This design comes from an exercise in tuning for small area on the open sky130 flow, not from production work.
In this exercise RTL edits were held to simulation tests only and were not proved equivalent to the original.
No activity file was given, so power comes from the tool's default toggle rates.

==> run X: inputs <==
==> flow/design.v <==
module seg7 (in, out);
	input [3:0] in;
	output reg [7:0] out;
	always @(*) begin
		case (in)
			4'd0: out = 8'b11000000;
			4'd1: out = 8'b11111001;
			4'd2: out = 8'b10100100;
			4'd3: out = 8'b10110000;
			4'd4: out = 8'b10011001;
			4'd5: out = 8'b10010010;
			4'd6: out = 8'b10000010;
			4'd7: out = 8'b11111000;
			4'd8: out = 8'b10000000;
			4'd9: out = 8'b10011000;
			4'd10: out = 8'b10001000;
			4'd11: out = 8'b10000011;
			4'd12: out = 8'b11000110;
			4'd13: out = 8'b10100001;
			4'd14: out = 8'b10000110;
			default: out = 8'b10001110;
		endcase
	end
endmodule
module BCDconvert (clock, reset_n, inc, sign, hunBCD, tenBCD, oneBCD);
	input clock;
	input reset_n;
	input inc;
	output [7:0] sign, hunBCD, tenBCD, oneBCD;
	reg       neg;
	reg [2:0] hun;
	reg [3:0] ten, one;
	wire is511 = (hun == 3'd5) && (ten == 4'd1) && (one == 4'd1);
	wire is1   = (hun == 3'd0) && (ten == 4'd0) && (one == 4'd1);
	always @(posedge clock) begin
		if (!reset_n) begin
			neg <= 1'b0;
			hun <= 3'd0;
			ten <= 4'd0;
			one <= 4'd0;
		end else if (inc) begin
			if (!neg) begin
				neg <= is511;
				if (one == 4'd9) begin
					one <= 4'd0;
					if (ten == 4'd9) begin
						ten <= 4'd0;
						hun <= hun + 3'd1;
					end else
						ten <= ten + 4'd1;
				end else
					one <= one + 4'd1;
			end else begin
				neg <= !is1;
				if (one == 4'd0) begin
					one <= 4'd9;
					if (ten == 4'd0) begin
						ten <= 4'd9;
						hun <= hun - 3'd1;
					end else
						ten <= ten - 4'd1;
				end else
					one <= one - 4'd1;
			end
		end
	end
	seg7 a0 (.in(one), .out(oneBCD));
	seg7 a1 (.in(ten), .out(tenBCD));
	seg7 a2 (.in({1'b0, hun}), .out(hunBCD));
	assign sign = neg ? 8'b10111111 : 8'b11111111;
endmodule
module ram (clock, address, data_out);
	input clock;
	input [7:0] address;
	output reg data_out;
	wire [3:0] r = address[7:4];
	wire [3:0] c = address[3:0];
	wire mid  = (r >= 4'd4) && (r <= 4'd11);
	wire low  = (r >= 4'd12);
	wire grey = (mid && ((c <= 4'd5) || (c >= 4'd10))) || (low && (c >= 4'd10));
	always @(posedge clock)
		data_out <= grey;
endmodule
module vga_controller (pixel_clk, reset_n, h_sync, v_sync, disp_ena, column, row);
	input pixel_clk;
	input reset_n;
	output h_sync;
	output v_sync;
	output disp_ena;
	output [9:0] column;
	output [9:0] row;
	reg  [9:0] h_count, v_count;
	reg        first;
	wire       h_end = (h_count == 10'd799);
	wire       h_blank = h_count[9] & (h_count[8] | h_count[7]);    
	wire       v_blank = v_count[9] | (&v_count[8:5]);              
	always @(posedge pixel_clk) begin
		first <= !reset_n;
		if (!reset_n) begin
			h_count <= 10'd0;
			v_count <= 10'd0;
		end else begin
			h_count <= h_end ? 10'd0 : h_count + 10'd1;
			if (h_end)
				v_count <= (v_count == 10'd524) ? 10'd0 : v_count + 10'd1;
		end
	end
	assign h_sync   = !((h_count >= 10'd656) && (h_count < 10'd752));
	assign v_sync   = !((v_count >= 10'd490) && (v_count < 10'd492));
	assign disp_ena = !first && !h_blank && !v_blank;
	assign column   = h_blank ? 10'd639 : h_count;
	assign row      = v_blank ? 10'd479 : v_count;
endmodule
module smoothFilter (clock, reset_n, enable, select, data_in, data_update, full, smooth_out);
	input clock;
	input reset_n;
	input enable;
	input [1:0] select;
	input [13:0] data_in;
	input data_update;
	input full;
	output [9:0] smooth_out;
	reg [223:0] shiftreg;
	reg [13:0] acc;
	reg [9:0] smooth_hold;
	reg [9:0] smooth_c;
	always @(posedge clock) begin
		if (data_update)
			shiftreg <= {shiftreg[209:0], data_in};
		if (!reset_n) begin
			shiftreg[11:0]  <= 12'd0;
			shiftreg[25:14] <= 12'd0;
			shiftreg[39:28] <= 12'd0;
			shiftreg[53:42] <= 12'd0;
		end
	end
	always @(posedge clock) begin
		if (!reset_n)
			acc <= 14'd0;
		else if (data_update)
			acc <= acc + data_in - (full ? shiftreg[223:210] : 14'd0);
	end
	wire [11:0] sum01 = shiftreg[11:0] + shiftreg[25:14];
	wire [11:0] sum23 = shiftreg[39:28] + shiftreg[53:42];
	wire [11:0] sum4  = sum01 + sum23;
	always @(*) begin
		case (select)
			2'b00: smooth_c = shiftreg[9:0];
			2'b01: smooth_c = sum01[10:1];
			2'b10: smooth_c = sum4[11:2];
			default: smooth_c = acc[13:4];
		endcase
	end
	always @(posedge clock) begin
		if (!reset_n)
			smooth_hold <= 10'd0;
		else if (!enable)
			smooth_hold <= smooth_c;
	end
	assign smooth_out = enable ? smooth_hold : smooth_c;
endmodule
module accel_display(
	input 		          		clk,         
	input 		          		reset_n,
	input 		     [1:0]		SW,
	input 		          		data_update,
	input 		     [15:0]		data_x,
	input 		     [15:0]		data_y,
	output		     [7:0]		HEX0,
	output		     [7:0]		HEX1,
	output		     [7:0]		HEX2,
	output		     [7:0]		HEX3,
	output		     [3:0]		VGA_B,
	output		     [3:0]		VGA_G,
	output		reg          	VGA_HS,
	output		     [3:0]		VGA_R,
	output		reg          	VGA_VS
);
	wire [9:0] fx, fy;
	wire [9:0] col, row;
	wire h_sync, v_sync, disp_ena;
	wire grey;
	reg [3:0] nsamp;
	reg       full;
	always @(posedge clk) begin
		if (!reset_n) begin
			nsamp <= 4'd0;
			full  <= 1'b0;
		end else if (data_update) begin
			nsamp <= nsamp + 4'd1;
			if (nsamp == 4'd15)
				full <= 1'b1;
		end
	end
	smoothFilter x_axis (.clock(clk), .reset_n(reset_n), .enable(VGA_HS), .select(SW), .data_in(data_x[13:0]),
	                     .data_update(data_update), .full(full), .smooth_out(fx));
	smoothFilter y_axis (.clock(clk), .reset_n(reset_n), .enable(VGA_VS), .select(SW), .data_in(data_y[13:0]),
	                     .data_update(data_update), .full(full), .smooth_out(fy));
	vga_controller control (.pixel_clk(clk), .reset_n(reset_n), .h_sync(h_sync),
	                        .v_sync(v_sync), .disp_ena(disp_ena), .column(col), .row(row));
	wire [9:0] x1 = 10'd311 + fx;
	wire [9:0] y1 = 10'd231 + fy;
	wire       y_lo = y1[9];                  
	wire       y_hi = !y1[9] && (y1 >= 10'd464);  
	wire [9:0] py1 = y_lo ? 10'd0 : (y_hi ? 10'd464 : y1);
	wire en = y_lo || (y1 == 10'd0) || y_hi || (x1 == 10'd55) || (x1 == 10'd545);
	wire [9:0] dcol = col - x1;
	wire [9:0] drow = row - py1;
	wire in_x = (dcol[9:4] == 6'd0) && !(x1 > 10'd1008);   
	wire in_y = (drow[9:4] == 6'd0);
	wire [7:0] addr = {drow[3:0] + dcol[7:4], dcol[3:0]};
	ram memory (.clock(clk), .address(addr), .data_out(grey));
	reg c_red, c_blue, c_grey;
	always @(posedge clk) begin
		c_red  <= disp_ena && !(in_x && in_y) && en;
		c_blue <= disp_ena && in_x && in_y && !grey;
		c_grey <= disp_ena && in_x && in_y && grey;
		VGA_HS <= h_sync;
		VGA_VS <= v_sync;
	end
	assign VGA_R = {c_red | c_grey, c_red, c_red | c_blue, c_red};
	assign VGA_G = {c_grey, c_blue, 2'b00};
	assign VGA_B = {c_grey, c_blue, c_blue, c_blue};
	reg en_q;
	always @(posedge clk) begin
		if (!reset_n)
			en_q <= 1'b0;
		else
			en_q <= en;
	end
	BCDconvert BCD_x (.clock(clk), .reset_n(reset_n), .inc(en && !en_q), .sign(HEX3),
	                  .hunBCD(HEX2), .tenBCD(HEX1), .oneBCD(HEX0));
endmodule
==> flow/run.sh <==
#!/bin/bash
# synth_recipe.tcl (not shown) runs the flow's synth.tcl, then flattens the netlist and writes it again
# the make line also repeats each setting of config.mk as NAME=value (left out here)
make -C /OpenROAD-flow-scripts/flow DESIGN_CONFIG=/design/flow/config.mk WORK_HOME=/design/flow/orfs CLKGATE_MAP_FILE= SYNTH_SCRIPT=/design/flow/synth_recipe.tcl finish
==> flow/config.mk <==
export PLATFORM = sky130hd
export DESIGN_NAME = accel_display
export DESIGN_NICKNAME = accel_display
export VERILOG_FILES = /design/flow/design.v
export SDC_FILE = /design/flow/constraint.sdc
export NUM_CORES = 4
export LEC_CHECK = 0
export CAP_MARGIN = 20
export CORE_MARGIN = 2
export CORE_UTILIZATION = 40
export PLACE_DENSITY = 0.6
export SLEW_MARGIN = 20
==> flow/constraint.sdc <==
create_clock -name core_clock -period 20.0 [get_ports {clk}]
set_input_delay 4.0000 -clock core_clock [delete_from_list [all_inputs] [get_ports {clk}]]
set_output_delay 4.0000 -clock core_clock [all_outputs]
set_load 0.01 [all_outputs]
==> run H: changes against run X <==
==> flow/design.v, changed modules only <==
module seg7 (in, out);
	input [3:0] in;
	output reg [7:0] out;
	always @(*) begin
		casez (in)
			4'b0000: out = 8'b11000000;
			4'b0001: out = 8'b11111001;
			4'b0010: out = 8'b10100100;
			4'b0011: out = 8'b10110000;
			4'b0100: out = 8'b10011001;
			4'b0101: out = 8'b10010010;
			4'b0110: out = 8'b10000010;
			4'b0111: out = 8'b11111000;
			4'b1??0: out = 8'b10000000;
			default: out = 8'b10011000;
		endcase
	end
endmodule
module seg7h (in, out);
	input [2:0] in;
	output reg [7:0] out;
	always @(*) begin
		case (in)
			3'd0: out = 8'b11000000;
			3'd1: out = 8'b11111001;
			3'd2: out = 8'b10100100;
			3'd3: out = 8'b10110000;
			3'd4: out = 8'b10011001;
			3'd5: out = 8'b10010010;
			default: out = 8'b11000000;
		endcase
	end
endmodule
module BCDconvert (clock, reset_n, inc, sign, hunBCD, tenBCD, oneBCD);
	input clock;
	input reset_n;
	input inc;
	output [7:0] sign, hunBCD, tenBCD, oneBCD;
	reg       neg;
	reg [2:0] hun;
	reg [3:0] ten, one;
	wire is511 = (hun == 3'd5) && (ten == 4'd1) && (one == 4'd1);
	wire is1   = (hun == 3'd0) && (ten == 4'd0) && (one == 4'd1);
	always @(posedge clock) begin
		if (!reset_n) begin
			neg <= 1'b0;
			hun <= 3'd0;
			ten <= 4'd0;
			one <= 4'd0;
		end else if (inc) begin
			if (!neg) begin
				neg <= is511;
				if (one == 4'd9) begin
					one <= 4'd0;
					if (ten == 4'd9) begin
						ten <= 4'd0;
						hun <= hun + 3'd1;
					end else
						ten <= ten + 4'd1;
				end else
					one <= one + 4'd1;
			end else begin
				neg <= !is1;
				if (one == 4'd0) begin
					one <= 4'd9;
					if (ten == 4'd0) begin
						ten <= 4'd9;
						hun <= hun - 3'd1;
					end else
						ten <= ten - 4'd1;
				end else
					one <= one - 4'd1;
			end
		end
	end
	seg7 a0 (.in(one), .out(oneBCD));
	seg7 a1 (.in(ten), .out(tenBCD));
	seg7h a2 (.in(hun), .out(hunBCD));
	assign sign = neg ? 8'b10111111 : 8'b11111111;
endmodule
module vga_controller (pixel_clk, reset_n, h_sync, v_sync, disp_ena, column, row);
	input pixel_clk;
	input reset_n;
	output h_sync;
	output v_sync;
	output disp_ena;
	output [9:0] column;    
	output [9:0] row;       
	reg  [9:0] hc, vc;      
	reg        first;
	wire       h_end   = (hc == 10'd488);                   
	wire       v_end   = (vc == 10'd293);                   
	wire       h_blank = (hc >= 10'd329) && (hc <= 10'd488);  
	wire       v_blank = (vc >= 10'd249) && (vc <= 10'd293);  
	always @(posedge pixel_clk) begin
		first <= !reset_n;
		if (!reset_n) begin
			hc <= 10'd713;
			vc <= 10'd793;
		end else begin
			hc <= h_end ? 10'd713 : hc + 10'd1;
			if (h_end)
				vc <= v_end ? 10'd793 : vc + 10'd1;
		end
	end
	assign h_sync   = !((hc >= 10'd345) && (hc < 10'd441));    
	assign v_sync   = !((vc == 10'd259) || (vc == 10'd260));   
	assign disp_ena = !first && !h_blank && !v_blank;
	assign column   = h_end ? 10'd328 : hc;
	assign row      = v_end ? 10'd248 : vc;
endmodule
module smoothFilter (clock, reset_n, enable, select, valid, data_in, data_update, smooth_out);
	input clock;
	input reset_n;
	input enable;
	input [1:0] select;
	input valid;
	input [13:0] data_in;
	input data_update;
	output [9:0] smooth_out;
	reg [13:0] psum;
	reg [223:0] past;     
	reg [9:0] smooth_hold;
	reg [9:0] smooth_c;
	reg [13:0] old;
	always @(posedge clock) begin
		if (!reset_n)
			psum <= 14'd0;
		else if (data_update)
			psum <= psum + data_in;
	end
	always @(posedge clock) begin
		if (data_update)
			past <= {past[209:0], psum};
	end
	always @(*) begin
		case (select)
			2'b00: old[9:0] = past[9:0];
			2'b01: old[9:0] = past[23:14];
			2'b10: old[9:0] = past[51:42];
			default: old[9:0] = past[219:210];
		endcase
		old[10] = select[1] ? (select[0] ? past[220] : past[52]) : past[24];
		old[11] = select[0] ? past[221] : past[53];
		old[13:12] = past[223:222];
		if (!valid)
			old = 14'd0;
	end
	wire [13:0] diff = psum - old;
	always @(*) begin
		case (select)
			2'b00: smooth_c = diff[9:0];
			2'b01: smooth_c = diff[10:1];
			2'b10: smooth_c = diff[11:2];
			default: smooth_c = diff[13:4];
		endcase
	end
	always @(posedge clock) begin
		if (!reset_n)
			smooth_hold <= 10'd0;
		else if (!enable)
			smooth_hold <= smooth_c;
	end
	assign smooth_out = enable ? smooth_hold : smooth_c;
endmodule
module accel_display(
	input 		          		clk,         
	input 		          		reset_n,
	input 		     [1:0]		SW,
	input 		          		data_update,
	input 		     [15:0]		data_x,
	input 		     [15:0]		data_y,
	output		     [7:0]		HEX0,
	output		     [7:0]		HEX1,
	output		     [7:0]		HEX2,
	output		     [7:0]		HEX3,
	output		     [3:0]		VGA_B,
	output		     [3:0]		VGA_G,
	output		reg          	VGA_HS,
	output		     [3:0]		VGA_R,
	output		reg          	VGA_VS
);
	wire [9:0] fx, fy;
	wire [9:0] col, row;
	wire h_sync, v_sync, disp_ena;
	wire grey;
	reg [3:0] nsamp;
	reg       full;
	always @(posedge clk) begin
		if (!reset_n) begin
			nsamp <= 4'd0;
			full  <= 1'b0;
		end else if (data_update) begin
			nsamp <= nsamp + 4'd1;
			if (nsamp == 4'd15)
				full <= 1'b1;
		end
	end
	reg valid;
	always @(*) begin
		case (SW)
			2'b00: valid = full || (nsamp != 4'd0);
			2'b01: valid = full || (nsamp >= 4'd2);
			2'b10: valid = full || (nsamp >= 4'd4);
			default: valid = full;
		endcase
	end
	smoothFilter x_axis (.clock(clk), .reset_n(reset_n), .enable(VGA_HS), .select(SW), .valid(valid),
	                     .data_in(data_x[13:0]), .data_update(data_update), .smooth_out(fx));
	smoothFilter y_axis (.clock(clk), .reset_n(reset_n), .enable(VGA_VS), .select(SW), .valid(valid),
	                     .data_in(data_y[13:0]), .data_update(data_update), .smooth_out(fy));
	vga_controller control (.pixel_clk(clk), .reset_n(reset_n), .h_sync(h_sync),
	                        .v_sync(v_sync), .disp_ena(disp_ena), .column(col), .row(row));
	wire y_lo = (fy >= 10'd281) && (fy <= 10'd792);   
	wire y_hi = (fy >= 10'd233) && (fy <= 10'd280);   
	wire [9:0] q = y_lo ? 10'd793 : (y_hi ? 10'd233 : fy);    
	wire en = y_lo || y_hi || (fy == 10'd793) || (fx == 10'd768) || (fx == 10'd234);
	wire [9:0] dcol = col - fx;    
	wire [9:0] drow = row - q;     
	wire in_x = (dcol[9:4] == 6'd0) && !((fx >= 10'd698) && (fx <= 10'd712));   
	wire in_y = (drow[9:4] == 6'd0);
	wire [7:0] addr = {drow[3:0] + dcol[7:4], dcol[3:0]};
	ram memory (.clock(clk), .address(addr), .data_out(grey));
	reg c_red, c_blue, c_grey;
	always @(posedge clk) begin
		c_red  <= disp_ena && !(in_x && in_y) && en;
		c_blue <= disp_ena && in_x && in_y && !grey;
		c_grey <= disp_ena && in_x && in_y && grey;
		VGA_HS <= h_sync;
		VGA_VS <= v_sync;
	end
	assign VGA_R = {c_red | c_grey, c_red, c_red | c_blue, c_red};
	assign VGA_G = {c_grey, c_blue, 2'b00};
	assign VGA_B = {c_grey, c_blue, c_blue, c_blue};
	reg en_q;
	always @(posedge clk) begin
		if (!reset_n)
			en_q <= 1'b0;
		else
			en_q <= en;
	end
	BCDconvert BCD_x (.clock(clk), .reset_n(reset_n), .inc(en && !en_q), .sign(HEX3),
	                  .hunBCD(HEX2), .tenBCD(HEX1), .oneBCD(HEX0));
endmodule
--- a/flow/config.mk
+++ b/flow/config.mk
@@ -5,8 +5,12 @@
 export SDC_FILE = /design/flow/constraint.sdc
 export NUM_CORES = 4
 export LEC_CHECK = 0
+export ABC_AREA = 1
 export CAP_MARGIN = 20
 export CORE_MARGIN = 2
-export CORE_UTILIZATION = 40
-export PLACE_DENSITY = 0.6
+export CORE_UTILIZATION = 60
+export CTS_BUF_LIST = sky130_fd_sc_hd__clkbuf_8
+export CTS_CLUSTER_DIAMETER = 60
+export CTS_CLUSTER_SIZE = 20
+export PLACE_DENSITY = 0.75
 export SLEW_MARGIN = 20
==> notes <==
Of run X and run H, run X has the higher synthesized area (gap about 13%, measured against run H).
Of run H and run X, run X has the higher maximum frequency (gap 4.3%, measured against run X).
In run H the clock power is smaller than in run X, by about 46%.
In run H the clock-buffer cell count is lower than in run X, by 32.
Between run X and run H, the lower combinational power is in run H (gap about 26%, measured against run H).
Against run X, the core utilization of run H is higher by 20 points.
In run X the non-clock buffer count is lower than in run H, by 2.
Against run H, the die area of run X is larger by 69%.
Critical path depth: run H is higher than run X (14).
Run X produced a clean layout. Run H finished clean.
Sequential power is about the same in run H and run X.
==> figures <==
Share of the clock period used by the worst path: run H 0.529; run X 0.506
Run status: run H timing/DRC/antenna clean; run X timing/DRC/antenna clean
Static leakage: run H 10.3 nW; run X 12.2 nW
Arrival time at the worst endpoint: run H 11.14 ns; run X 10.59 ns
Ratio of layout area to synthesized area: run H 1.085x; run X 1.133x
Dpl cell area: run H 24,500 µm²; run X 28,000 µm²
Non-clock buffering overhead in the final layout: run H 0.0310; run X 0.0251
DRC violation total after the first TritonRoute iteration: run H 974; run X 910
Core area: run H 38,600 µm²; run X 65,700 µm²
Clock share of power: run H 0.281; run X 0.405
Sequential cell count: run H 541; run X 562
Largest net degree at the start of global routing: run H 210; run X 185
Final non-filler cell area: run H 25,400 µm²; run X 30,100 µm²
Capture point of the critical path: run H memory.data_out; run X c_red
Number of global-route vias before repair: run H 14,200; run X 16,300
NetSw: run H 0.584 mW; run X 0.713 mW
Pint: run H 1.64 mW; run X 2.12 mW
Sequential cell area: run H 15,300 µm²; run X 14,800 µm²
Fill cell instance count of the final layout: run H 2,976; run X 5,937
Wire length on met1: run H 19,600 µm; run X 25,300 µm
Total Wirelength: run H 43,700 µm; run X 51,700 µm
Ys Warns: run H 7; run X 6

-- afterwards: timing with drivers on the ports --
How much do the figures lean on ideal ports? The routed layouts below were timed once more, with nothing changed but the port constraints. Step 1: set_driving_cell puts a clkbuf_16 on clk and a buf_2 on each other input, an assumption about the parent block. Step 2 adds t to the input delays and takes it off the output delays; t is the mean of the earliest and latest rising clock arrival at the registers after step 1. Input paths then give back, and output paths get back, about the clock's delay inside the block. Slacks: ideal ports / drivers / drivers and shift; pairs: ideal ports / drivers.
run	t (ns)	slack for setup (ns)	hold WS [ns]	worst setup path at the end	worst register clock-pin slew, ns
run X	0.675	9.884 / 9.921 / 9.246	0.364 / 0.364 / 0.364	input to register	0.07 / 0.07
run H	0.683	9.427 / 9.441 / 8.757	0.419 / 0.419 / 0.419	input to register	0.12 / 0.12
After both steps every run listed still meets setup and hold. The setup slack of run H, which loses most, moves by +0.014 ns with the drivers and by -0.670 ns with both steps.
